This design comes from an exercise in tuning for small area on the open sky130 flow, not from production work. RTL that was checked went through simulation tests only; none was proved equivalent to the original. Power figures rest on the tool's default switching activity, not on a simulated workload.

==> flow/design.v (excerpt) <==
module flappy_core(
	input  wire        clk,
	input  wire        rst,
	input  wire        tick,
	input  wire        fly,
	input  wire        start,
	input  wire        ret,
	input  wire        rnd_btn,
	input  wire [7:0]  back_data,
	input  wire [7:0]  bird_data1,
	input  wire [7:0]  bird_data2,
	input  wire [7:0]  bird_data3,
	input  wire [7:0]  downtube_data1,
	input  wire [7:0]  downtube_data2,
	input  wire [7:0]  downtube_data3,
	input  wire [7:0]  uptube_data1,
	input  wire [7:0]  uptube_data2,
	input  wire [7:0]  uptube_data3,
	input  wire [7:0]  strip_data,
	input  wire [7:0]  num_data1,
	input  wire [7:0]  num_data2,
	input  wire [7:0]  num_data3,
	input  wire [7:0]  startback_data,
	input  wire [7:0]  retback_data,
	output wire        hsync,
	output wire        vsync,
	output wire [2:0]  red,
	output wire [2:0]  green,
	output wire [1:0]  blue,
	output wire [14:0] back_add,
	output wire [9:0]  bird_add,
	output wire [12:0] downtube_add1,
	output wire [12:0] downtube_add2,
	output wire [12:0] downtube_add3,
	output wire [12:0] uptube_add1,
	output wire [12:0] uptube_add2,
	output wire [12:0] uptube_add3,
	output wire [8:0]  strip_add,
	output wire [10:0] num_add1,
	output wire [10:0] num_add2,
	output wire [10:0] num_add3,
	output wire [10:0] startback_add,
	output wire [10:0] retback_add,
	output wire [1:0]  game_state,
	output wire [9:0]  bird_y,
	output wire [12:0] tube_x1,
	output wire [12:0] tube_x2,
	output wire [12:0] tube_x3,
	output wire [9:0]  tube_top1,
	output wire [9:0]  tube_top2,
	output wire [9:0]  tube_top3,
	output wire [3:0]  score_d0,
	output wire [3:0]  score_d1,
	output wire [3:0]  score_d2,
	output wire [3:0]  high_score_d0,
	output wire [3:0]  high_score_d1,
	output wire [3:0]  high_score_d2
);
	wire vidon, xjump;
	wire [9:0] x, y;
	wire [8:0] num;
	wire [10:0] ax, bx, cx;
	wire [8:0] at, bt, ct;
	wire [9:0] bird;
	wire [3:0] s0, s1, s2, h0, h1, h2;
	wire plusone;
	wire clr2;
	wire [1:0] state;
	vga_640x480 U2 (.clk(clk), .clr(rst), .hsync(hsync), .vsync(vsync), .x(x), .y(y), .xjump(xjump), .vidon(vidon));
  ...
Size: roughly 3300 cells after synthesis, about 160 flip-flops, about 420 I/O pins, about 0.027 sq mm of cells after synthesis.
export LEC_CHECK = 0
export CAP_MARGIN = 20
export CORE_MARGIN = 2
export CORE_UTILIZATION = 40
export SLEW_MARGIN = 20
create_clock -name core_clock -period 14.0 [get_ports {clk}]
standard.sh (not shown) runs the stock make flow with config.mk's settings and CLKGATE_MAP_FILE= SYNTH_SCRIPT=/design/flow/synth_recipe.tcl, a recipe that flattens the netlist after the stock synthesis.
==> flow/flow/run.sh <==
#!/bin/bash
set -euo pipefail
export BUFFER_PORTS_ARGS="-buffer_cell sky130_fd_sc_hd__buf_1"
bash standard.sh > standard_flow.log 2>&1
Next try:
==> flow/run.sh (new file) <==
#!/bin/bash
# synth_recipe.tcl (not shown) runs the flow's synth.tcl, then flattens the netlist and writes it again
# the make line also repeats each setting of config.mk as NAME=value (left out here)
make -C /OpenROAD-flow-scripts/flow DESIGN_CONFIG=/design/flow/config.mk WORK_HOME=/design/flow/orfs CLKGATE_MAP_FILE= SYNTH_SCRIPT=/design/flow/synth_recipe.tcl finish
removed: flow/flow/run.sh
removed: flow/standard.sh
Effect:
- wire length increases slightly
- first-iteration DRC count decreases slightly
- worst setup slack got worse by 0.42 ns
- synthesized cell count does not change
- worst hold slack barely changes
- count of clock-buffer cells in the layout increases by 2
- power increases by about a fifth
- non-clock buffer count went down by 3
- utilization is higher by 3.8 points
- sequential power stays flat
- via count drops slightly
No run of this note included a check of the RTL's function; only the layout flow was run.

## S
Another version of the RTL of flappy_core (not shown whole).
For scale: roughly 420 I/O pins.
Settings: LEC_CHECK=0, CAP_MARGIN=20, CORE_MARGIN=2, CORE_UTILIZATION=60, SLEW_MARGIN=20; clock period 14.0 ns.
==> flow/flow/run.sh <==
#!/bin/bash
# The standard layout (standard.sh), with these changes:
#  - after synthesis, the netlist is reworked and then laid out:
#    flow/polar.py re-chooses the polarity of the full adders and rebuilds half
#    adders with inverted inputs from plain gates (fewer inverters);
#    flow/remap.sh maps the remaining plain logic again with ABC's area mapper
#    (adders, flip-flops and their names untouched);
#    flow/debuf.py drops buffers that only copy a net to an output port;
#    flow/eq.sh then proves the result equivalent to the synthesized netlist,
#    register by register; if any step fails, the synthesized netlist is used;
#  - the port buffers use the smallest buffer cell;
#  - clock tree synthesis uses clkbuf_8 and no dummy loads.
set -euo pipefail
export BUFFER_PORTS_ARGS="-buffer_cell sky130_fd_sc_hd__buf_1"
export CTS_ARGS="-sink_clustering_enable -repair_clock_nets -buf_list sky130_fd_sc_hd__clkbuf_8 -root_buf sky130_fd_sc_hd__clkbuf_8 -sink_clustering_buffer sky130_fd_sc_hd__clkbuf_4 -sink_clustering_size 8 -dont_use_dummy_load"
bash standard.sh synth > synth.log 2>&1
R=orfs/results/${FLOW_PLATFORM:-sky130hd}/flappy_core/base
cp "$R/1_2_yosys.v" net0_synth.v
if python3 flow/polar.py net0_synth.v net1_polar.v > rework.log 2>&1 &&
   bash flow/remap.sh net1_polar.v net2_remap.v >> rework.log 2>&1 &&
   python3 flow/debuf.py net2_remap.v net3_debuf.v >> rework.log 2>&1 &&
   bash flow/eq.sh net0_synth.v net3_debuf.v; then
  echo "rework: netlist replaced" >> rework.log
  cp net3_debuf.v "$R/1_2_yosys.v"
  rm -f "$R/1_synth.odb" "$R/1_synth.sdc"
else
  echo "rework: kept the synthesized netlist" >> rework.log
fi
bash standard.sh > standard_flow.log 2>&1
Other scripts of this flow, unchanged in this note and not shown: flow/flow/area.abc, flow/flow/debuf.py, flow/flow/dontuse.txt, flow/flow/eq.sh, flow/flow/polar.py, flow/flow/remap.sh
Having completed the whole flow, S delivered a layout that passed the timing, design-rule and antenna checks.
Edits applied to the flow inputs when going from S to Q:
--- a/flow/flow/run.sh
+++ b/flow/flow/run.sh
@@ -13,5 +13,5 @@
 set -euo pipefail
 export BUFFER_PORTS_ARGS="-buffer_cell sky130_fd_sc_hd__buf_1"
-export CTS_ARGS="-sink_clustering_enable -repair_clock_nets -buf_list sky130_fd_sc_hd__clkbuf_8 -root_buf sky130_fd_sc_hd__clkbuf_8 -sink_clustering_buffer sky130_fd_sc_hd__clkbuf_4 -sink_clustering_size 8 -dont_use_dummy_load"
+export CTS_ARGS="-sink_clustering_enable -repair_clock_nets -buf_list {sky130_fd_sc_hd__clkbuf_4 sky130_fd_sc_hd__clkbuf_8} -dont_use_dummy_load"
 bash standard.sh synth > synth.log 2>&1
 R=orfs/results/${FLOW_PLATFORM:-sky130hd}/flappy_core/base
Findings:
Q and S ended up with roughly the same wire length reported by the detailed router. Q vs S: worst-case setup margin in the final layout down. Total power: Q below S. S → Q: final hold slack has remained practically unchanged, met2 track demand over resource in global routing rose 0.23 points, fraction of area in registers level. Looking only at number of antenna violations at the first check in global routing, and setting everything else aside, the lower value of Q and S goes to Q.

## re-timing with driven ports
The results above use ideal ports. As a check the final layouts listed here were re-extracted and re-timed, cells and wires unchanged.
Step 1, drivers: a clkbuf_16 drives clk and a buf_2 each remaining input, both assumed.
Step 2, shift: input delay + t, output delay - t, t = (earliest + latest rising clock arrival at the registers) / 2. This alone moves slack from input paths to output paths.
Slacks: ideal / step 1 / step 2; pairs: ideal / step 1.
run | t (ns) | slack for setup (ns) | cell pins on the clock port's net
the first run of note 1 | 0.506 | 4.481 / 4.429 / 4.934 | 1
the second run of note 1 | 0.524 | 4.059 / 4.004 / 4.528 | 1
S | 0.500 | 1.766 / 1.719 / 2.219 | 1
Q | 0.488 | 1.691 / 1.647 / 2.135 | 1
After both steps setup and hold are still met in every run listed.
